Source: an optimization exercise on an open RTL-to-GDS flow (aim: small area). Production flows keep margins and buffers that such runs may drop. In this exercise RTL edits were held to simulation tests only and were not proved equivalent to the original.

## flow/design.v (module list and top-level ports; edited modules follow where they fit)
// module cpx_multiply: 90 lines
// module cmul: 671 lines
// module sig_gen: 46 lines
// module sin_cos: 157 lines
// module freq_shift: 78 lines
module freq_shift
  (input                clk,
   input                rst,
   input                m_axis_tvalid,
   input [11:0]         freq_step,
   input                freq_step_valid,
   input                neg_shift,
   input signed [11:0]  xi,
   input signed [11:0]  xq,
   output               s_axis_tready,
   input                m_axis_tready,
   output signed [11:0] i,
   output signed [11:0] q,
   output               s_axis_tvalid);
  // ...
==> flow/flow/run.sh <==
#!/bin/bash
# Own layout flow: the standard layout (standard.sh), with two changes to
# synthesis.  The design is synthesised by the standard script with Yosys's
# early "abc -fast" pass skipped (synth -noabc), so that extract_fa finds the
# full adders of the RTL's adder trees as written, and ORFS's final ABC
# mapping uses the area-only script flow/area.abc.  The registers are then
# checked against the standard synthesis and given its instance names; if
# they differ in any way, the standard netlist is used unchanged.  Each
# tool's output goes to a log file in the work folder.
set -uo pipefail
W=$(pwd)
R=$W/orfs/results/$FLOW_PLATFORM/freq_shift/base
OWN=$W/orfs_own/results/$FLOW_PLATFORM/freq_shift/base

bash standard.sh synth > std_synth.log 2>&1 || { echo "standard synthesis failed"; exit 1; }
cp "$R/1_2_yosys.v" ref_1_2_yosys.v

# 2. the same synthesis scripts, without the early abc pass and with the
#    area-only ABC script
sed "s#^source \$::env(SCRIPTS_DIR)/synth_preamble.tcl#&\nset abc_args [lreplace \$abc_args 1 1 $W/flow/area.abc]#" \
    "$FLOW_HOME/scripts/synth.tcl" > own_synth_main.tcl
sed -e 's/yosys synth -nofsm -noshare /yosys synth -nofsm -noshare -noabc /' \
    -e "s#^source \$::env(SCRIPTS_DIR)/synth.tcl#source $W/own_synth_main.tcl#" \
    synth_recipe.tcl > own_synth.tcl
if grep -q -- '-noabc' own_synth.tcl && grep -q own_synth_main own_synth.tcl &&
   grep -q 'flow/area.abc' own_synth_main.tcl &&
   make -C "$FLOW_HOME" DESIGN_CONFIG="$W/config.mk" WORK_HOME="$W/orfs_own" CLKGATE_MAP_FILE= \
        SYNTH_SCRIPT="$W/own_synth.tcl" synth > own_synth.log 2>&1 &&
   python3 flow/match_regs.py ref_1_2_yosys.v "$OWN/1_2_yosys.v" own_1_2_yosys.v > match_regs.log 2>&1
then
  echo "using the own synthesis"
  cp own_1_2_yosys.v "$R/1_2_yosys.v"
  rm -f "$R/1_synth.odb" "$R/1_synth.sdc"
else
  echo "own synthesis not used; keeping the standard netlist"
fi

# 3. the rest of the standard layout
bash standard.sh > std_layout.log 2>&1 || { echo "layout failed"; exit 1; }
test -f out/final.def
==> flow/flow/area.abc <==
strash
dch -f
amap
topo
stime -c
==> flow/flow/match_regs.py <==
#!/usr/bin/env python3
"""match_regs.py REF.v MINE.v OUT.v

Gives the flip-flops of netlist MINE the instance names that the same
registers have in the reference netlist REF (the standard synthesis).  A
register is identified by its instance name without Yosys's cell-type
suffix ($_DFFE_PP_ and the like).  Exits non-zero, writing nothing, unless
both netlists have the same registers in the same cell types.
"""
import re
import sys

DECL = re.compile(r'^(\s*)sky130_fd_sc_hd__(\w+)\s+(\\\S+|[A-Za-z_]\w*)(\s*\()', re.M)
FLOP = re.compile(r'^(s?e?df\w+)_\d+$')


def flops(text):
    out = {}
    for m in DECL.finditer(text):
        typ, name = m.group(2), m.group(3)
        fm = FLOP.match(typ)
        if not fm:
            continue
        base = name.split('$_')[0]
        if base in out:
            sys.exit('duplicate register base name %s' % base)
        out[base] = (fm.group(1), name)
    return out


ref_text = open(sys.argv[1]).read()
my_text = open(sys.argv[2]).read()
ref = flops(ref_text)
mine = flops(my_text)
print('registers: reference %d, own synthesis %d' % (len(ref), len(mine)))
if set(ref) != set(mine):
    print('only in reference:', sorted(set(ref) - set(mine))[:20])
    print('only in own synthesis:', sorted(set(mine) - set(ref))[:20])
    sys.exit(1)
bad = [b for b in ref if ref[b][0] != mine[b][0]]
if bad:
    print('cell types differ:', [(b, ref[b][0], mine[b][0]) for b in bad[:20]])
    sys.exit(1)
rename = {mine[b][1]: ref[b][1] for b in ref if mine[b][1] != ref[b][1]}
print('renamed %d registers' % len(rename))


def sub(m):
    name = m.group(3)
    if name in rename:
        return '%ssky130_fd_sc_hd__%s %s%s' % (m.group(1), m.group(2), rename[name], m.group(4))
    return m.group(0)


new_text = DECL.sub(sub, my_text)
check = flops(new_text)
assert {b: v for b, v in check.items()} == ref, 'renaming failed'
open(sys.argv[3], 'w').write(new_text)
==> flow/standard.sh <==
#!/bin/bash
# synth_recipe.tcl (not shown) runs the flow's synth.tcl, then flattens the netlist and writes it again
# the make line also repeats each setting of config.mk as NAME=value (left out here)
make -C /OpenROAD-flow-scripts/flow DESIGN_CONFIG=/design/flow/config.mk WORK_HOME=/design/flow/orfs CLKGATE_MAP_FILE= SYNTH_SCRIPT=/design/flow/synth_recipe.tcl "${@:-finish}"
==> flow/config.mk <==
export PLATFORM = sky130hd
export DESIGN_NAME = freq_shift
export DESIGN_NICKNAME = freq_shift
export VERILOG_FILES = /design/flow/design.v
export SDC_FILE = /design/flow/constraint.sdc
export NUM_CORES = 4
export LEC_CHECK = 0
export ABC_AREA = 1
export CAP_MARGIN = 0
export CORE_MARGIN = 2
export CORE_UTILIZATION = 40
export CTS_BUF_LIST = sky130_fd_sc_hd__clkbuf_16
export CTS_CLUSTER_DIAMETER = 100
export CTS_CLUSTER_SIZE = 30
export PLACE_DENSITY = 0.8
export SLEW_MARGIN = 0
==> flow/constraint.sdc <==
create_clock -name core_clock -period 6.0 [get_ports {clk}]
set_input_delay 1.2000 -clock core_clock [delete_from_list [all_inputs] [get_ports {clk}]]
set_output_delay 1.2000 -clock core_clock [all_outputs]
set_load 0.01 [all_outputs]
==> metrics.md, run 1 <==
| Metric | Value |
|---|---|
| Layout cell share with drive strength beyond 1 | 0.0515 |
| Largest cell class | multi-input gates |
| Crit path depth | 15 |
| Clk Latency, worst-skew pair | 0.50 ns |
| Seq_cells | 204 |
| Final setup fails | 0 |
| Fill cells | 3738 |
| Via count | 13600 |
| RR Endpoint | freq_mult.sa_is[2] |
| Area after DPL | 18000 um2 |
| GRT Max-Usage Layer | met2 |
| Biggest regs | freq_mult.sb: 24 flops, freq_mult.sc: 24 flops, freq_mult.sd: 24 flops |
| Starting Density | 0.405 |
| Multi-In Gates | 1293 |
| Net Count, Synth | 1944 |
| Setup ws final | 0.354 ns |
| Worst r2r path cells | 15 |
| Final WL | 44.2 mm |
| Via/cell ratio | 5.80 |
| Max-slew violations | 0 |
| Outcome | complete, no violations |
| Post-route ant nets | 0 |
| Crit share post-route | 0.941 |
| Met2 usage | 0.377 |
| First-pass DRT Iterations | 6 |
| Hold endpoint | freq_mult.sc[22] |
| CP most frequent cell | fa_1 |
| Vias in the first global route | 13800 |
| Fraction of area in multi-input gates | 0.524 |
| Total gr overflow | 0 |
| Total Routing Usage GR | 0.215 |
| Endpoint type of the worst setup path | flip-flop |
| Worst Tran Pin Value | 1.15 ns |
| Die ar. | 41900 um2 |
| Clk tree area frac | 0.0233 |
| Crit start category | flip-flop |
| Bufs w/o clock | 130 |
| Crit path DAT | 5.89 ns |
==> inputs of run 2 (changes only) <==
--- a/flow/config.mk
+++ b/flow/config.mk
@@ -13,4 +13,3 @@
 export CTS_CLUSTER_DIAMETER = 100
 export CTS_CLUSTER_SIZE = 30
-export PLACE_DENSITY = 0.8
 export SLEW_MARGIN = 0
==> metrics.md, run 2 <==
| Metric | Value |
|---|---|
| Area grow syn2layout | 13.7% |
| Final WL | 45.6 mm (+3.1%) |
| GP Congestion | 0.928 |
| # resized after CTS | 0 |
| Die ar. | 41900 um2 (unchanged) |
| Crit start category | flip-flop |
| NumNets Final | 2087 |
| Setup TNS | 0 ns |
| Worst Path Max Fanout | 5 |
| Starting Density | 0.405 (unchanged) |
| Root buf cell | clkbuf_16 |
| Critical path class | reg -> reg |
| Post-DP HPWL | 33.4 mm |
| CTS sink count | 204 |
| Most frequent cells in the layout | o21ai_0 (247), nand2_1 (241), o22ai_1 (222) |
| MaxCap Viol Count | 0 |
| Clk pin slew, worst setup/hold paths | 0.10 ns |
| IO Pins | 68 |
| Worst r2r path cells | 15 (unchanged) |
| RSZ-0062 raised after global routing | false |
| Final core utilization | 0.461 |
| Cells after Synth | 1674 |
| Clock skew | 0.0263 ns |
| Worst path slowest cell | fa_1 |
| Global-route wire length before repair | 71.8 mm |
| Hold path depth | 0 |
| DRC viols | 0 |
| Worst Tran Pin Value | 1.18 ns (+0.0279 ns) |
| Clk Latency, worst-skew pair | 0.49 ns (about the same) |
| First-pass DRT Iterations | 7 (+1) |
| Max clock buf depth | 3 |
| Hold_buf cts | 0 |
| H-tree depth | 1 |
| Average wire per standard cell | 19.4 um |
| Worst min path class | reg -> reg |
| Ys Warns | 4 |
| Initial antenna violation count | 0 |
| Via/cell ratio | 5.74 (-1.0%) |
| Largest net degree at the start of global routing | 66 |
| Largest stage delay, worst path | 0.54 ns |
| Initial DRC Count | 1380 |
| Required @ worst endpoint | 6.22 ns |
| Core area | 39700 um2 |
| Final setup fails | 0 (unchanged) |
| Net Count, Synth | 1944 (unchanged) |
| Commonest non-fill, non-tap cell in the layout | o21ai_0 |
| CTS tree | built |
| Biggest regs | freq_mult.sb: 24 flops, freq_mult.sc: 24 flops, freq_mult.sd: 24 flops |
| Setup crit start | sine_buff[3] |
| Total gr overflow | 0 (unchanged) |
| Crit path DAT | 5.85 ns (-0.04 ns) |
| Max-slew violations | 0 (unchanged) |
| Crit share post-route | 0.939 (-0.00166) |
| RR Endpoint | freq_mult.sa_qs[2] |
| Fin. Hold Viols | 0 |
| Via count | 13400 (-1.2%) |
| Post-route ant nets | 0 (unchanged) |
| Total Routing Usage GR | 0.220 (+0.00450) |
| Setup slack, reg-to-reg | 0.36 ns |
| Crit Reg-Reg Startpoint | sine_buff[3] |
| Diode count | 0 |
| CP most frequent cell | fa_1 |
| Hold_ws | 0.411 ns |
| Layout cell share with drive strength beyond 1 | 0.0489 (-0.00261) |
| CTS Buf Count | 11 |
| Rel. slew slack | 0.211 |
| Achievable frequency | 177 MHz |
| I/O Buffers | 67 |
| Vias in the first global route | 13200 (-4.4%) |
| Die W | 205 um |
| CP Cell Sequence | or2_0, o22ai_1, clkinv_1, o22ai_1, nand2_1, o21ai_0, fa_1, fa_1, fa_1, fa_1, and2_0, o32a_1, fa_1, fa_1, fa_1 |
| Final critical path time including I/O delays and setup | 5.64 ns |
| Syn_area_per_cell | 9.62 um2 |
| Fill cells | 3770 (+0.86%) |
| Die height | 205 um |
| Num rows | 73 |
| Endpoint type of the worst setup path | flip-flop |
| Outcome | complete, no violations |
| Post-CTS setup buffers | 0 |
| End point of the critical path | freq_mult.sa_qs[2] |
| Cell area after synthesis | 16100 um2 |
run 2: cell types whose count changed in the layout (fill, tap and decap cells not counted), sizes merged:
cell	change
bufinv	-1
clkbuf	-2
clkinv	-2
run 2: layer usage:
layer | routed length (um) | part of all wire | GRT usage | vias to the layer above
met3 | 2940 | 0.064 | 0.0317 | 83
met2 | 21600 | 0.47 | 0.371 | 506
met4 | 1270 | 0.028 | 0.0660 | 0
li1 | - | - | - | 6423
met1 | 19700 | 0.43 | 0.294 | 6437
met5 | 0 | 0 | 0 | -
run 2: worst max-delay path, delay by kind of cell (launching register included):
kind	cells	cell delay, ns
AO/OA/AOI/OAI	4	1.05
AND/OR/NAND/NOR	3	0.50
flip-flops	1	0.50
adder cells (fa/ha/maj)	7	3.13
buffers and inverters	1	0.17
run 2: worst min-delay path by stage:
stage | start | endpoint
after floorplan | fq_sig_gen.s_axis_data_tvalid | sig_tvalid_buff
after global placement | freq_mult.sa_qs[1] | freq_mult.sb[1]
after detailed placement | freq_mult.sb[23] | freq_mult.sc[23]
after CTS | freq_mult.sb[0] | freq_mult.sc[0]
after global routing | freq_mult.sb[0] | freq_mult.sc[0]
final | freq_mult.sb[0] | freq_mult.sc[0]
run 2: per-stage QoR:
step	instances	instance area, um2	setup slack (ns)
6_report	2344	18300	0.364
5_1_grt	2344	18300	0.0614
4_1_cts	2344	18300	0.327
3_5_place_dp	2329	18000	0.385
3_3_place_gp	2329	18000	0.461
2_1_floorplan	1674	16200	-0.00696
run 2: layout make-up:
cell class / instances / area, um2 / area share
well taps: 525 / 657 / 0.0359
clock inverters: 4 / 47.5 / 0.00260
inverters: 177 / 677 / 0.0370
repair buffers: 130 / 1140 / 0.0623
clock buffers: 11 / 275 / 0.0150
flip-flops and latches: 204 / 5860 / 0.320
multi-input cells: 1293 / 9660 / 0.528
==> module cpx_multiply, before the edit <==
module cpx_multiply
  (input             clk,
   input             rst,
   input             m_axis_tready,
   input             m_axis_tvalid,
   input [11:0]      xi,
   input [11:0]      xq,
   input [6:0]       yi_mag,
   input             yi_neg,
   input [6:0]       yq_mag,
   input             yq_neg,
   input             din_zero,
   output reg        s_axis_tready,
   output [11:0]     i,
   output [11:0]     q,
   output reg        s_axis_tvalid);
   reg [2:0]         pipeline;
   localparam        LO = 3;
   reg [11-LO:0]     sa_ia, sa_qa;
   reg [10-LO:0]     sa_ib, sa_qb;
   reg               sa_ic, sa_qc;
   reg [LO-1:0]      sa_is, sa_qs;
   reg [23:0]        sb, sc, sd;
   reg               za, zb, zc;
   wire [11-LO:0]    pi_a, pq_a;
   wire [10-LO:0]    pi_b, pq_b;
   wire              pi_c, pq_c;
   wire [LO-1:0]     pi_s, pq_s;
   wire [11-LO:0]    ci, cq;
   wire [11-LO:0]    si, sq;
   wire              load = m_axis_tvalid & s_axis_tready;
   cmul mul(.x(xi), .y(xq), .cm(yi_mag), .cn(yi_neg), .sm(yq_mag), .sn(yq_neg),
            .i_a(pi_a), .i_b(pi_b), .i_c(pi_c), .i_s(pi_s),
            .q_a(pq_a), .q_b(pq_b), .q_c(pq_c), .q_s(pq_s));
   assign ci[0] = sa_ic;
   assign cq[0] = sa_qc;
   genvar            g;
   generate
      for (g = 0; g < 11 - LO; g = g + 1) begin : rca
         assign si[g] = sa_ia[g] ^ sa_ib[g] ^ ci[g];
         assign ci[g + 1] = (sa_ia[g] & sa_ib[g]) | (sa_ia[g] & ci[g]) | (sa_ib[g] & ci[g]);
         assign sq[g] = sa_qa[g] ^ sa_qb[g] ^ cq[g];
         assign cq[g + 1] = (sa_qa[g] & sa_qb[g]) | (sa_qa[g] & cq[g]) | (sa_qb[g] & cq[g]);
      end
   endgenerate
   assign si[11-LO] = sa_ia[11-LO] ^ ci[11-LO];
   assign sq[11-LO] = sa_qa[11-LO] ^ cq[11-LO];
   assign i = sd[23:12];
   assign q = sd[11:0];
   always @(posedge clk) begin
      if (rst) begin
         pipeline <= 3'b0;
         s_axis_tvalid <= 1'b0;
         s_axis_tready <= 1'b0;
         za <= 1'b1;
         zb <= 1'b1;
         zc <= 1'b1;
      end else begin
         if (load)
           pipeline <= {pipeline[1:0], m_axis_tready};
         else if (m_axis_tready)
           pipeline <= {pipeline[1:0], 1'b0};
         s_axis_tvalid <= pipeline[2];
         s_axis_tready <= m_axis_tready | ~pipeline[0];
         if (load)
           za <= din_zero;
         if (m_axis_tready) begin
            zb <= za;
            zc <= zb;
         end
      end
   end
   always @(posedge clk) begin
      if (load) begin
         sa_ia <= pi_a;
         sa_ib <= pi_b;
         sa_ic <= pi_c;
         sa_qa <= pq_a;
         sa_qb <= pq_b;
         sa_qc <= pq_c;
         sa_is <= pi_s;
         sa_qs <= pq_s;
      end
      if (m_axis_tready) begin
         sb <= {si, sa_is, sq, sa_qs};
         sc <= sb;
         sd <= zc ? 24'd0 : sc;
      end
   end
endmodule
==> module freq_shift, before the edit <==
module freq_shift
  (input                clk,
   input                rst,
   input                m_axis_tvalid,
   input [11:0]         freq_step,
   input                freq_step_valid,
   input                neg_shift,
   input signed [11:0]  xi,
   input signed [11:0]  xq,
   output               s_axis_tready,
   input                m_axis_tready,
   output signed [11:0] i,
   output signed [11:0] q,
   output               s_axis_tvalid);
   wire                 freq_step_set;
   wire                 sig_tvalid;
   wire [8:0]           sidx;
   wire                 sidx_z;
   wire [6:0]           sine_mag, cosine_mag;
   wire                 sine_neg, cosine_neg;
   wire                 mult_tready;
   reg                  sig_tvalid_buff;
   reg                  mult_tready_buff;
   reg                  tvalid_buff;
   reg                  neg_shift_buff;
   reg [11:0]           xi_buff, xq_buff;
   reg [6:0]            cosine_buff, sine_buff;
   reg                  cosine_neg_buff, sine_neg_buff;
   reg                  buff_zero;
   sig_gen fq_sig_gen(.clk(clk), .rst(rst),
                      .m_axis_freq_step_tvalid(freq_step_valid),
                      .freq_step(freq_step),
                      .m_axis_data_tready(m_axis_tvalid),
                      .freq_step_set0(freq_step_set),
                      .s_axis_data_tvalid(sig_tvalid),
                      .sidx(sidx), .sidx_z(sidx_z));
   sin_cos fq_sin_cos(.sidx(sidx), .sidx_z(sidx_z), .neg(neg_shift_buff),
                      .smag(sine_mag), .sneg(sine_neg),
                      .cmag(cosine_mag), .cneg(cosine_neg));
   wire                 load = sig_tvalid & m_axis_tvalid;
   always @(posedge clk) begin
      if (rst) begin
         sig_tvalid_buff <= 1'b0;
         mult_tready_buff <= 1'b0;
         tvalid_buff <= 1'b0;
         buff_zero <= 1'b1;
      end else begin
         sig_tvalid_buff <= sig_tvalid;
         mult_tready_buff <= mult_tready;
         tvalid_buff <= m_axis_tvalid;
         if (load)
           buff_zero <= 1'b0;
      end
   end
   always @(posedge clk) begin
      if (freq_step_valid)
        neg_shift_buff <= neg_shift;
      if (load) begin
         xi_buff <= xi;
         xq_buff <= xq;
         cosine_buff <= cosine_mag;
         cosine_neg_buff <= cosine_neg;
         sine_buff <= sine_mag;
         sine_neg_buff <= sine_neg;
      end
   end
   assign s_axis_tready = mult_tready_buff & freq_step_set;
   cpx_multiply freq_mult(.clk(clk), .rst(rst),
                          .m_axis_tready(m_axis_tready),
                          .m_axis_tvalid(sig_tvalid_buff & tvalid_buff),
                          .xi(xi_buff), .xq(xq_buff),
                          .yi_mag(cosine_buff), .yi_neg(cosine_neg_buff),
                          .yq_mag(sine_buff), .yq_neg(sine_neg_buff),
                          .din_zero(buff_zero),
                          .s_axis_tready(mult_tready),
                          .i(i), .q(q),
                          .s_axis_tvalid(s_axis_tvalid));
endmodule
==> inputs of run 3 (changes only) <==
--- a/flow/design.v
+++ b/flow/design.v
@@ -11,5 +11,4 @@
    input [6:0]       yq_mag,
    input             yq_neg,
-   input             din_zero,
    output reg        s_axis_tready,
    output [11:0]     i,
@@ -65,5 +64,5 @@
          s_axis_tready <= m_axis_tready | ~pipeline[0];
          if (load)
-           za <= din_zero;
+           za <= 1'b0;
          if (m_axis_tready) begin
             zb <= za;
@@ -987,12 +986,10 @@
    wire                 sine_neg, cosine_neg;
    wire                 mult_tready;
-   reg                  sig_tvalid_buff;
+   reg                  load_buff;
    reg                  mult_tready_buff;
-   reg                  tvalid_buff;
    reg                  neg_shift_buff;
    reg [11:0]           xi_buff, xq_buff;
    reg [6:0]            cosine_buff, sine_buff;
    reg                  cosine_neg_buff, sine_neg_buff;
-   reg                  buff_zero;
    sig_gen fq_sig_gen(.clk(clk), .rst(rst),
                       .m_axis_freq_step_tvalid(freq_step_valid),
@@ -1005,17 +1002,11 @@
                       .smag(sine_mag), .sneg(sine_neg),
                       .cmag(cosine_mag), .cneg(cosine_neg));
-   wire                 load = sig_tvalid & m_axis_tvalid;
    always @(posedge clk) begin
       if (rst) begin
-         sig_tvalid_buff <= 1'b0;
+         load_buff <= 1'b0;
          mult_tready_buff <= 1'b0;
-         tvalid_buff <= 1'b0;
-         buff_zero <= 1'b1;
       end else begin
-         sig_tvalid_buff <= sig_tvalid;
+         load_buff <= sig_tvalid & m_axis_tvalid;
          mult_tready_buff <= mult_tready;
-         tvalid_buff <= m_axis_tvalid;
-         if (load)
-           buff_zero <= 1'b0;
       end
    end
@@ -1023,21 +1014,20 @@
       if (freq_step_valid)
         neg_shift_buff <= neg_shift;
-      if (load) begin
-         xi_buff <= xi;
-         xq_buff <= xq;
-         cosine_buff <= cosine_mag;
-         cosine_neg_buff <= cosine_neg;
-         sine_buff <= sine_mag;
-         sine_neg_buff <= sine_neg;
-      end
+   end
+   always @(posedge clk) begin
+      xi_buff <= xi;
+      xq_buff <= xq;
+      cosine_buff <= cosine_mag;
+      cosine_neg_buff <= cosine_neg;
+      sine_buff <= sine_mag;
+      sine_neg_buff <= sine_neg;
    end
    assign s_axis_tready = mult_tready_buff & freq_step_set;
    cpx_multiply freq_mult(.clk(clk), .rst(rst),
                           .m_axis_tready(m_axis_tready),
-                          .m_axis_tvalid(sig_tvalid_buff & tvalid_buff),
+                          .m_axis_tvalid(load_buff),
                           .xi(xi_buff), .xq(xq_buff),
                           .yi_mag(cosine_buff), .yi_neg(cosine_neg_buff),
                           .yq_mag(sine_buff), .yq_neg(sine_neg_buff),
-                          .din_zero(buff_zero),
                           .s_axis_tready(mult_tready),
                           .i(i), .q(q),
--- a/flow/config.mk
+++ b/flow/config.mk
@@ -9,5 +9,5 @@
 export CAP_MARGIN = 0
 export CORE_MARGIN = 2
-export CORE_UTILIZATION = 40
+export CORE_UTILIZATION = 50
 export CTS_BUF_LIST = sky130_fd_sc_hd__clkbuf_16
 export CTS_CLUSTER_DIAMETER = 100
==> metrics.md, run 3 <==
| Metric | Value |
|---|---|
| Post-route ant nets | 0 (unchanged) |
| CTS sink count | 202 (-0.98%) |
| Worst path slowest cell | fa_1 |
| Hold_ws | 0.430 ns (+0.0196 ns) |
| I/O Buffers | 67 (unchanged) |
| DRC viols | 0 (unchanged) |
| Crit Reg-Reg Startpoint | sine_buff[3] |
| Worst path buffer plus inverter count | 3 (+2) |
| Via count | 13100 (-2.6%) |
| Fill cells | 2678 (-29%) |
| Achievable frequency | 179 MHz (+0.66%) |
| Layout cell share with drive strength beyond 1 | 0.0508 (+0.00187) |
| Hold endpoint | freq_mult.sc[10] |
| Root buf cell | clkbuf_16 |
| Worst Path Max Fanout | 22 (+17) |
| Via/cell ratio | 5.93 (+3.4%) |
| RSZ-0062 raised after global routing | false |
| Cells after Synth | 1662 (-0.72%) |
| Fin. Hold Viols | 0 (unchanged) |
| Ys Warns | 4 (unchanged) |
| Post-CTS setup buffers | 0 (unchanged) |
| Commonest non-fill, non-tap cell in the layout | o21ai_0 |
| Outcome | complete, no violations |
| Starting Density | 0.510 (+0.105) |
| Total Routing Usage GR | 0.266 (+0.0458) |
| Diode count | 0 (unchanged) |
| Crit start category | flip-flop |
| IO Pins | 68 (unchanged) |
| # resized after CTS | 0 (unchanged) |
| Largest net degree at the start of global routing | 78 (+18%) |
| Max clock buf depth | 3 (unchanged) |
| Net Count, Synth | 1932 (-0.62%) |
| Rel. slew slack | 0.307 (+0.0952) |
| Total gr overflow | 0 (unchanged) |
| Setup TNS | 0 ns (unchanged) |
| Final WL | 43.2 mm (-5.2%) |
| CP most frequent cell | fa_1 |
| Most frequent cells in the layout | o21ai_0 (252), nand2_1 (239), o22ai_1 (218) |
| Endpoint type of the worst setup path | flip-flop |
| Clock skew | 0.0231 ns (-0.00312 ns) |
| Initial DRC Count | 981 (-29%) |
| Hold_buf cts | 0 (unchanged) |
| Required @ worst endpoint | 6.23 ns (about the same) |
| Worst r2r path cells | 16 (+1) |
| Crit share post-route | 0.933 (-0.00616) |
| NumNets Final | 2075 (-0.57%) |
| Multi-input logic area | 9650 um2 (-0.10%) |
| Setup ws final | 0.401 ns (+0.0370 ns) |
| Critical path class | reg -> reg |
| Initial antenna violation count | 0 (unchanged) |
| CTS tree | built |
| CTS Buf Count | 12 (+1) |
| Hold Crit Start | freq_mult.sb[10] |
| Final core utilization | 0.580 (+0.119) |
| First-pass DRT Iterations | 5 (-2) |
| GP Congestion | 0.903 (-2.7%) |
| Num rows | 64 (-12%) |
| Clk Latency, worst-skew pair | 0.50 ns (about the same) |
| Global-route wire length before repair | 69.0 mm (-4.0%) |
| Register Area | 5420 um2 (-7.5%) |
| CP top delay family | adder cells |
| Biggest regs | freq_mult.sb: 24 flops, freq_mult.sc: 24 flops, freq_mult.sd: 24 flops |
| Vias in the first global route | 12800 (-3.5%) |
| Cell area after synthesis | 15600 um2 (-2.9%) |
| Final setup fails | 0 (unchanged) |
| Die ar. | 32700 um2 (-22%) |
| Largest stage delay, worst path | 0.56 ns (+0.02 ns) |
| Pre-CTS WS | 0.498 ns (+0.113 ns) |
| MaxCap Viol Count | 0 (unchanged) |
| Worst min path class | reg -> reg |
| Clk pin slew, worst setup/hold paths | 0.10 ns (about the same) |
| Syn_area_per_cell | 9.41 um2 (-2.2%) |
| Average wire per standard cell | 19.6 um (+0.73%) |
| CP Cell Sequence | clkinv_1, o22ai_1, clkinv_1, buf_4, o22ai_1, nand2_1, o21ai_0, fa_1, fa_1, fa_1, fa_1, and2_0, o32a_1, fa_1, fa_1, fa_1 |
| Post-DP HPWL | 31.9 mm (-4.4%) |
| RR Endpoint | freq_mult.sa_is[2] |
| Worst Tran Pin Value | 1.04 ns (-0.141 ns) |
| H-tree depth | 1 (unchanged) |
| Area grow syn2layout | 13.7% (about the same) |
| Hold path depth | 0 (unchanged) |
| Crit path DAT | 5.82 ns (-0.03 ns) |
| Die W | 181 um (-12%) |
| Die height | 181 um (-12%) |
| Setup slack, reg-to-reg | 0.40 ns (+0.04 ns) |
| Final critical path time including I/O delays and setup | 5.60 ns (-0.0370 ns) |
| Max-slew violations | 0 (unchanged) |
| Core area | 30700 um2 (-23%) |
==> run 3: cell types whose count changed in the layout (fill, tap and decap cells not counted), sizes merged, moves of 4 or more <==
cell	previous run	this run
dfxtp	27	65
clkinv	179	168
o32a	2	6
o22ai	226	222
o221ai	10	6
edfxtp	177	137
o21ai	247	252
==> run 3: final cells by class <==
| type | count | share of cell area |
|---|---|---|
| clock buffers | 13 | 0.0183 |
| repair buffers | 129 | 0.0638 |
| inverters | 166 | 0.0353 |
| flip-flops and latches | 202 | 0.305 |
| well taps | 396 | 0.0279 |
| clock inverters | 7 | 0.00725 |
| multi-input cells | 1294 | 0.543 |
==> run 3: worst max path at each step <==
stage	from	endpoint	slack (ns)	cells past startpoint
detailed placement	sine_buff[3]	freq_mult.sa_qs[2]	0.50	16
global route	sine_buff[3]	freq_mult.sa_is[2]	0.18	16
finish	sine_buff[3]	freq_mult.sa_is[2]	0.40	16
global placement	sine_buff[3]	freq_mult.sa_is[2]	0.60	16
floorplan	sine_neg_buff	freq_mult.sa_qs[2]	0.0009	13
CTS	sine_buff[3]	freq_mult.sa_is[2]	0.47	16
==> run 3: stage by stage <==
stage,cell area (um2),std cells
CTS,17800,2207
global route,17800,2207
detailed placement,17300,2187
floorplan,15700,1662
global placement,17300,2187
finish,17800,2207
==> run 3: metal layers <==
layer	share of wire	up-vias	global-route usage
met4	0.033	0	0.0897
met2	0.48	525	0.447
li1	-	6381	-
met3	0.068	99	0.0320
met1	0.42	6093	0.358
met5	0	-	0
==> run 3: worst register-to-register path, delay by kind of cell (launching register included) <==
family | cells | cell delay [ns]
adder cells (fa/ha/maj) | 7 | 3.12
AO/OA/AOI/OAI | 4 | 1.00
buffers and inverters | 3 | 0.50
flip-flops | 1 | 0.45
AND/OR/NAND/NOR | 2 | 0.27
==> inputs of run 4 (changes only) <==
--- a/flow/config.mk
+++ b/flow/config.mk
@@ -9,5 +9,5 @@
 export CAP_MARGIN = 0
 export CORE_MARGIN = 2
-export CORE_UTILIZATION = 50
+export CORE_UTILIZATION = 40
 export CTS_BUF_LIST = sky130_fd_sc_hd__clkbuf_16
 export CTS_CLUSTER_DIAMETER = 100
==> metrics.md, run 4 <==
| Metric | Value |
|---|---|
| RSZ-0062 raised after global routing | false |
| Num rows | 72 (+13%) |
| Cells after Synth | 1662 (unchanged) |
| Initial antenna violation count | 0 (unchanged) |
| I/O Buffers | 67 (unchanged) |
| Core area | 38600 um2 (+26%) |
| DRC viols | 0 (unchanged) |
| Via count | 13200 (+0.57%) |
| Cell area after synthesis | 15600 um2 (unchanged) |
| Die ar. | 40700 um2 (+24%) |
| Vias in the first global route | 12800 (+0.49%) |
| Achievable frequency | 175 MHz (-2.1%) |
| CTS Buf Count | 13 (+1) |
| H-tree depth | 1 (unchanged) |
| Most frequent cells in the layout | o21ai_0 (252), nand2_1 (239), o22ai_1 (218) |
| Max-slew violations | 0 (unchanged) |
| Worst Path Max Fanout | 9 (-59%) |
| Total Routing Usage GR | 0.218 (-0.0475) |
| IO Pins | 68 (unchanged) |
| Initial DRC Count | 1168 (+19%) |
| Final WL | 43.7 mm (+1.1%) |
| Post-CTS setup buffers | 0 (unchanged) |
| Net Count, Synth | 1932 (unchanged) |
| Worst Tran Pin Value | 0.961 ns (-0.0773 ns) |
| Hold_buf cts | 0 (unchanged) |
| Average wire per standard cell | 18.7 um (-4.2%) |
| Via/cell ratio | 5.65 (-4.8%) |
| Final setup fails | 0 (unchanged) |
| Worst path slowest cell | fa_1 |
| CTS sink count | 202 (unchanged) |
| Die height | 202 um (+12%) |
| Crit share post-route | 0.953 (+0.0199) |
| Worst min path class | reg -> reg |
| Diode count | 0 (unchanged) |
| Clock skew | 0.0291 ns (+0.00601 ns) |
| # resized after CTS | 0 (unchanged) |
| Hold_ws | 0.415 ns (-0.0147 ns) |
| CP top delay family | adder cells |
| Post-DP HPWL | 32.0 mm (+0.31%) |
| CP most frequent cell | fa_1 |
| Outcome | complete, no violations |
| Largest stage delay, worst path | 0.55 ns (about the same) |
| Max clock buf depth | 3 (unchanged) |
| Biggest regs | freq_mult.sb: 24 flops, freq_mult.sc: 24 flops, freq_mult.sd: 24 flops |
| Post-route ant nets | 0 (unchanged) |
| Area grow syn2layout | 14.7% |
| Syn_area_per_cell | 9.41 um2 (unchanged) |
| NumNets Final | 2077 (+0.096%) |
| Fin. Hold Viols | 0 (unchanged) |
| Final critical path time including I/O delays and setup | 5.72 ns (+0.119 ns) |
| Ys Warns | 4 (unchanged) |
| Clk pin slew, worst setup/hold paths | 0.11 ns (about the same) |
| Largest net degree at the start of global routing | 49 (-37%) |
| Endpoint type of the worst setup path | flip-flop |
| Worst path buffer plus inverter count | 2 (-1) |
| First-pass DRT Iterations | 8 (+3) |
| Critical path class | reg -> reg |
| CP Cell Sequence | clkinv_1, o22ai_1, clkinv_1, o22ai_1, nand2_1, o21ai_0, fa_1, fa_1, fa_1, fa_1, and2_0, o32a_1, fa_1, fa_1, fa_1 |
| GP Congestion | 1.01 (+12%) |
| CTS tree | built |
| Global-route wire length before repair | 70.7 mm (+2.4%) |
| Root buf cell | clkbuf_16 |
| Commonest non-fill, non-tap cell in the layout | o21ai_0 |
| Setup TNS | 0 ns (unchanged) |
| Crit path DAT | 5.95 ns (+0.13 ns) |
| Required @ worst endpoint | 6.23 ns (about the same) |
| Total gr overflow | 0 (unchanged) |
| Layout cell share with drive strength beyond 1 | 0.0502 (-0.000608) |
| Clk Latency, worst-skew pair | 0.50 ns (about the same) |
| Rel. slew slack | 0.359 (+0.0525) |
| Crit start category | flip-flop |
| Die W | 202 um (+12%) |
| MaxCap Viol Count | 0 (unchanged) |
| Starting Density | 0.405 (-0.105) |
-- run 4: cell count changes in the layout (fill, tap and decap cells not counted), sizes merged --
cell	previous run	this run
bufinv	2	0
clkinv	168	170
buf	63	64
inv	3	4
-- run 4: cell type report --
type,instances,area [um2]
Inverter,166,627
Timing Repair Buffer,130,1140
Multi-Input combinational cell,1294,9650
Sequential cell,202,5420
Tap cell,518,648
Clock buffer,13,325
Fill cell,3680,20700
Clock inverter,8,129
-- run 4: worst paths after layout --
path                            cells after the start          startpoint            endpoint  slack, ns
worst min register to register                      0  freq_mult.sa_is[0]    freq_mult.sb[12]       0.42
worst max-delay path                               15      cosine_buff[3]  freq_mult.sa_qs[2]       0.28
worst min-delay path                                0  freq_mult.sa_is[0]    freq_mult.sb[12]       0.42
worst max register to register                     15      cosine_buff[3]  freq_mult.sa_qs[2]       0.28
-- run 4: metal layers --
metal  global-route usage  routed length [um]
met1                0.302               19200
met2                0.356               20200
met3               0.0347                3250
met4               0.0601                1050
met5                    0                   0
-- run 4: through the flow --
stage	worst slack (ns)	cell area, um2	utilization	std cells
after CTS	0.339	17900	0.464	2331
final	0.282	17900	0.464	2331
after global placement	0.479	17500	0.452	2310
after global routing	0.0886	17900	0.464	2331
after detailed placement	0.376	17500	0.452	2310
after floorplan	0.000909	15700	-	1662
==> inputs of run 5 (changes only) <==
--- a/flow/config.mk
+++ b/flow/config.mk
@@ -11,5 +11,5 @@
 export CORE_UTILIZATION = 40
 export CTS_BUF_LIST = sky130_fd_sc_hd__clkbuf_16
-export CTS_CLUSTER_DIAMETER = 100
-export CTS_CLUSTER_SIZE = 30
+export CTS_CLUSTER_DIAMETER = 150
+export CTS_CLUSTER_SIZE = 24
 export SLEW_MARGIN = 0
==> metrics.md, run 5 <==
| Metric | Value |
|---|---|
| Outcome | complete, no violations |
| Achievable frequency | 175 MHz (+0.15%) |
| Diode count | 0 (unchanged) |
| Post-CTS setup buffers | 0 (unchanged) |
| Syn_area_per_cell | 9.41 um2 (unchanged) |
| Biggest regs | freq_mult.sb: 24 flops, freq_mult.sc: 24 flops, freq_mult.sd: 24 flops |
| H-tree depth | 1 (unchanged) |
| Starting Density | 0.405 (unchanged) |
| Initial DRC Count | 1084 (-7.2%) |
| Worst Tran Pin Value | 0.967 ns (+0.00581 ns) |
| Largest net degree at the start of global routing | 49 (unchanged) |
| Max clock buf depth | 3 (unchanged) |
| First-pass DRT Iterations | 6 (-2) |
| Worst min path class | reg -> reg |
| # resized after CTS | 0 (unchanged) |
| Critical path class | reg -> reg |
| Initial antenna violation count | 0 (unchanged) |
| Num rows | 72 (unchanged) |
| Hold_ws | 0.425 ns (+0.00930 ns) |
| Commonest non-fill, non-tap cell in the layout | o21ai_0 |
| Fill cells | 3686 (+0.16%) |
| Endpoint type of the worst setup path | flip-flop |
| MaxCap Viol Count | 0 (unchanged) |
| Clock skew | 0.0157 ns (-0.0135 ns) |
| Root buf cell | clkbuf_16 |
| Cell area after synthesis | 15600 um2 (unchanged) |
| GP Congestion | 1.01 (unchanged) |
| Hold Crit Start | freq_mult.sb[21] |
| Setup crit start | cosine_buff[3] |
| Final core utilization | 0.462 (-0.00233) |
| Core area | 38600 um2 (unchanged) |
| Clk pin slew, worst setup/hold paths | 0.10 ns (about the same) |
| Setup slack, reg-to-reg | 0.29 ns (about the same) |
| Worst r2r path cells | 15 (unchanged) |
| CP most frequent cell | fa_1 |
| Cells after Synth | 1662 (unchanged) |
| Crit path DAT | 5.94 ns (about the same) |
| DRC viols | 0 (unchanged) |
| Average wire per standard cell | 18.8 um (+0.32%) |
| Crit Reg-Reg Startpoint | cosine_buff[3] |
| Total Routing Usage GR | 0.218 (about the same) |
| Hold path depth | 0 (unchanged) |
| Max-slew violations | 0 (unchanged) |
| Fin. Hold Viols | 0 (unchanged) |
| Most frequent cells in the layout | o21ai_0 (252), nand2_1 (239), o22ai_1 (218) |
| Worst path slowest cell | fa_1 |
| Total gr overflow | 0 (unchanged) |
| Die height | 202 um (unchanged) |
| Post-route ant nets | 0 (unchanged) |
| Layout Cells excl Fill | 2330 (-0.043%) |
| Final WL | 43.8 mm (+0.28%) |
| Largest stage delay, worst path | 0.54 ns (about the same) |
| Via/cell ratio | 5.66 (+0.14%) |
| Hold_buf cts | 0 (unchanged) |
| Global-route wire length before repair | 70.7 mm (about the same) |
| Area grow syn2layout | 14.1% |
| Placed insts | 2310 (unchanged) |
| Post-DP HPWL | 32.0 mm (unchanged) |
| Via count | 13200 (+0.099%) |
| RR Endpoint | freq_mult.sa_is[2] |
| Rel. slew slack | 0.355 (-0.00388) |
| Layout cell share with drive strength beyond 1 | 0.0480 (-0.00218) |
| Final critical path time including I/O delays and setup | 5.71 ns (-0.00878 ns) |
| I/O Buffers | 67 (unchanged) |
| CTS sink count | 202 (unchanged) |
| Crit share post-route | 0.952 (-0.00146) |
| Die ar. | 40700 um2 (unchanged) |
| Setup TNS | 0 ns (unchanged) |
| RSZ-0062 raised after global routing | false |
| Required @ worst endpoint | 6.23 ns (about the same) |
| Hold endpoint | freq_mult.sc[21] |
| Worst Path Max Fanout | 9 (unchanged) |
| Clk Latency, worst-skew pair | 0.48 ns (-0.02 ns) |
| CP Cell Sequence | clkinv_1, o22ai_1, clkinv_1, o22ai_1, nand2_1, o21ai_0, fa_1, fa_1, fa_1, fa_1, and2_0, o32a_1, fa_1, fa_1, fa_1 |
| Final setup fails | 0 (unchanged) |
| CTS tree | built |
| Vias in the first global route | 12900 (+0.30%) |
| Net Count, Synth | 1932 (unchanged) |
| Crit start category | flip-flop |
| IO Pins | 68 (unchanged) |
| Die W | 202 um (unchanged) |
| NumNets Final | 2076 (-0.048%) |
| CTS Buf Count | 12 (-1) |
| Ys Warns | 4 (unchanged) |
-- run 5: final cells by class --
| class | instances | area [um2] | area share |
|---|---|---|---|
| well taps | 518 | 648 | 0.0363 |
| clock buffers | 13 | 325 | 0.0182 |
| multi-input cells | 1294 | 9650 | 0.541 |
| clock inverters | 7 | 38.8 | 0.00217 |
| flip-flops and latches | 202 | 5420 | 0.303 |
| inverters | 166 | 627 | 0.0351 |
| repair buffers | 130 | 1140 | 0.0639 |
-- run 5: worst max-delay path, delay by kind of cell (launching register included) --
family	cells	cell delay, ns
AOI/OAI and AO/OA	4	1.04
adders and majority gates	7	3.13
buffers and inverters	2	0.56
DFF	1	0.47
and+or+nand+nor	2	0.24
-- run 5: worst max path at each step --
stage | endpoint | slack, ns
finish | freq_mult.sa_is[2] | 0.29
global route | freq_mult.sa_is[2] | 0.07
CTS | freq_mult.sa_is[2] | 0.36
detailed placement | freq_mult.sa_is[2] | 0.38
global placement | freq_mult.sa_qs[2] | 0.48
floorplan | freq_mult.sa_qs[2] | 0.0009
-- run 5: routing by layer --
layer / GRT usage / wire (um) / vias to the layer above
met3: 0.0316 / 3080 / 80
met2: 0.356 / 20400 / 503
li1: - / - / 6376
met5: 0 / 0 / -
met4: 0.0599 / 1160 / 0
met1: 0.304 / 19200 / 6227
-- run 5: per-stage QoR --
step                worst slack, ns  cell area, um2
finish                        0.290           17800
global route                 0.0669           17800
CTS                           0.357           17800
floorplan                  0.000909           15700
global placement              0.479           17500
detailed placement            0.376           17500
==> inputs of run 6 (changes only) <==
--- a/flow/config.mk
+++ b/flow/config.mk
@@ -10,6 +10,6 @@
 export CORE_MARGIN = 2
 export CORE_UTILIZATION = 40
-export CTS_BUF_LIST = sky130_fd_sc_hd__clkbuf_16
-export CTS_CLUSTER_DIAMETER = 150
-export CTS_CLUSTER_SIZE = 24
+export CTS_BUF_LIST = sky130_fd_sc_hd__clkbuf_8
+export CTS_CLUSTER_DIAMETER = 80
+export CTS_CLUSTER_SIZE = 20
 export SLEW_MARGIN = 0
==> metrics.md, run 6 <==
| Metric | Value |
|---|---|
| Diode count | 0 (unchanged) |
| CP Cell Sequence | nor2_1, a21oi_1, clkinv_1, buf_4, o21ai_0, fa_1, fa_1, fa_1, fa_1, and2_0, o32a_1, fa_1, fa_1, fa_1 |
| First-pass DRT Iterations | 7 (+1) |
| CTS sink count | 202 (unchanged) |
| Total gr overflow | 0 (unchanged) |
| Post-route ant nets | 0 (unchanged) |
| Outcome | complete, no violations |
| Total Routing Usage GR | 0.219 (+0.00129) |
| Area grow syn2layout | 14.3% |
| Crit start category | flip-flop |
| Final critical path time including I/O delays and setup | 5.74 ns (+0.0305 ns) |
| Setup TNS | 0 ns (unchanged) |
| Endpoint type of the worst setup path | flip-flop |
| Max clock buf depth | 3 (unchanged) |
| Net Count, Synth | 1932 (unchanged) |
| Die ar. | 40700 um2 (unchanged) |
| Initial antenna violation count | 0 (unchanged) |
| Critical path class | reg -> reg |
| Hold endpoint | freq_mult.sb[1] |
| Post-CTS setup buffers | 0 (unchanged) |
| Crit Reg-Reg Startpoint | cosine_neg_buff |
| Cells after Synth | 1662 (unchanged) |
| DRC viols | 0 (unchanged) |
| RSZ-0062 raised after global routing | false |
| Hold path depth | 0 (unchanged) |
| NumNets Final | 2082 (+0.29%) |
| Biggest regs | freq_mult.sb: 24 flops, freq_mult.sc: 24 flops, freq_mult.sd: 24 flops |
| Clk pin slew, worst setup/hold paths | 0.11 ns (about the same) |
| Final setup fails | 0 (unchanged) |
| Required @ worst endpoint | 6.33 ns (+0.10 ns) |
| Die W | 202 um (unchanged) |
| IO Pins | 68 (unchanged) |
| Vias in the first global route | 12900 (+0.28%) |
| I/O Buffers | 67 (unchanged) |
| GP Congestion | 1.01 (unchanged) |
| Clock skew | 0.0545 ns (+0.0389 ns) |
| Via/cell ratio | 5.64 (-0.37%) |
| Max-slew violations | 0 (unchanged) |
| Worst min path class | reg -> reg |
| Worst Tran Pin Value | 0.965 ns (-0.00241 ns) |
| Worst r2r path cells | 14 (-1) |
| CTS tree | built |
| Average wire per standard cell | 18.8 um (-0.28%) |
| Crit share post-route | 0.957 (+0.00509) |
| Via count | 13200 (+0.14%) |
| Most frequent cells in the layout | o21ai_0 (252), nand2_1 (239), o22ai_1 (218) |
| Hold Crit Start | freq_mult.sa_qs[1] |
| Syn_area_per_cell | 9.41 um2 (unchanged) |
| Num rows | 72 (unchanged) |
| MaxCap Viol Count | 0 (unchanged) |
| Initial DRC Count | 1225 (+13%) |
| # resized after CTS | 0 (unchanged) |
| RR Endpoint | freq_mult.sa_qs[2] |
| Core area | 38600 um2 (unchanged) |
| Achievable frequency | 174 MHz (-0.53%) |
| Crit path DAT | 6.07 ns (+0.13 ns) |
| CP most frequent cell | fa_1 |
| Worst path buffer plus inverter count | 2 (unchanged) |
| Layout cell share with drive strength beyond 1 | 0.0559 (+0.00791) |
| Pre-CTS WS | 0.376 ns (unchanged) |
| Global-route wire length before repair | 70.9 mm (+0.28%) |
| Starting Density | 0.405 (unchanged) |
| Final WL | 43.9 mm (+0.23%) |
| Largest stage delay, worst path | 0.67 ns (+0.13 ns) |
| Setup slack, reg-to-reg | 0.26 ns (-0.03 ns) |
| CTS Buf Count | 18 (+6) |
| Rel. slew slack | 0.357 (+0.00161) |
| Clk Latency, worst-skew pair | 0.62 ns (+0.14 ns) |
| Post-DP HPWL | 32.0 mm (unchanged) |
| Worst path slowest cell | dfxtp_1 |
| Fill cells | 3688 (+0.054%) |
| Root buf cell | clkbuf_8 |
| Fin. Hold Viols | 0 (unchanged) |
| CP top delay family | adder cells |
| Die height | 202 um (unchanged) |
| Hold_buf cts | 0 (unchanged) |
| Worst Path Max Fanout | 19 (+10) |
| Cell area after synthesis | 15600 um2 (unchanged) |
| H-tree depth | 1 (unchanged) |
| Largest net degree at the start of global routing | 49 (unchanged) |
| Ys Warns | 4 (unchanged) |
| Setup ws final | 0.260 ns (-0.0305 ns) |
| Commonest non-fill, non-tap cell in the layout | o21ai_0 |
## run 6: cell type report
class	instances	area, um2	area share
tap	518	648	0.0363
multi-input combinational	1294	9650	0.540
clock buffer	18	248	0.0139
sequential	202	5420	0.303
timing repair buffer	130	1140	0.0638
inverter	166	627	0.0351
clock inverter	14	144	0.00805
## run 6: worst register-to-register path, delay by kind of cell (launching register included)
kind | cells | cell delay [ns]
flops | 1 | 0.67
compound gates | 3 | 0.83
simple gates | 2 | 0.26
fa+ha+maj | 7 | 3.12
buf+inv | 2 | 0.59
## run 6: per-layer routing
metal / global-route usage / up-vias / routed length (um)
li1: - / 6394 / -
met1: 0.301 / 6238 / 19200
met2: 0.356 / 491 / 20300
met3: 0.0377 / 82 / 3240
met4: 0.0667 / 0 / 1140
met5: 0 / - / 0
## run 6: worst max path at each step
stage	from	depth (start not counted)	to
4_1_cts	cosine_neg_buff	14	freq_mult.sa_qs[2]
5_1_grt	cosine_buff[3]	15	freq_mult.sa_is[2]
6_report	cosine_neg_buff	14	freq_mult.sa_qs[2]
3_3_place_gp	cosine_neg_buff	14	freq_mult.sa_qs[2]
2_1_floorplan	sine_neg_buff	13	freq_mult.sa_qs[2]
3_5_place_dp	cosine_buff[3]	15	freq_mult.sa_is[2]
## run 6: metrics by stage
step	hold WS, ns	utilization	cell area (um2)	std cells
6_report	0.430	0.463	17900	2342
5_1_grt	0.440	0.463	17900	2342
4_1_cts	0.430	0.463	17900	2342
3_5_place_dp	0.405	0.452	17500	2310
3_3_place_gp	0.402	0.452	17500	2310
2_1_floorplan	0.400	-	15700	1662

[separate check: timing with driven ports]
Ports are ideal in the flow. The routed layouts listed here were re-timed in OpenROAD.
Step 1: set_driving_cell puts a clkbuf_16 on clk and a buf_2 on each other input, an assumption about the parent block.
Step 2, shift: input delay + t, output delay - t, t = (earliest + latest rising clock arrival at the registers) / 2. This alone moves slack from input paths to output paths.
Slacks: ideal / step 1 / step 2; pairs: ideal / step 1.
| run | t, ns | slack for setup (ns) | slew at the worst register clock pin (ns) | worst slew at a driven data input, ns | cell pins on the clock port's net |
|---|---|---|---|---|---|
| run 1 | 0.530 | 0.354 / 0.354 / 0.354 | 0.11 / 0.11 | 0.04 | 1 |
| run 2 | 0.534 | 0.364 / 0.364 / 0.364 | 0.11 / 0.11 | 0.05 | 1 |
| run 3 | 0.536 | 0.401 / 0.401 / 0.401 | 0.11 / 0.11 | 0.04 | 1 |
| run 4 | 0.542 | 0.282 / 0.282 / 0.282 | 0.11 / 0.11 | 0.04 | 1 |
| run 5 | 0.532 | 0.290 / 0.290 / 0.290 | 0.10 / 0.10 | 0.05 | 1 |
| run 6 | 0.637 | 0.260 / 0.260 / 0.260 | 0.12 / 0.12 | 0.05 | 1 |
After both steps setup and hold are still met in every run listed.
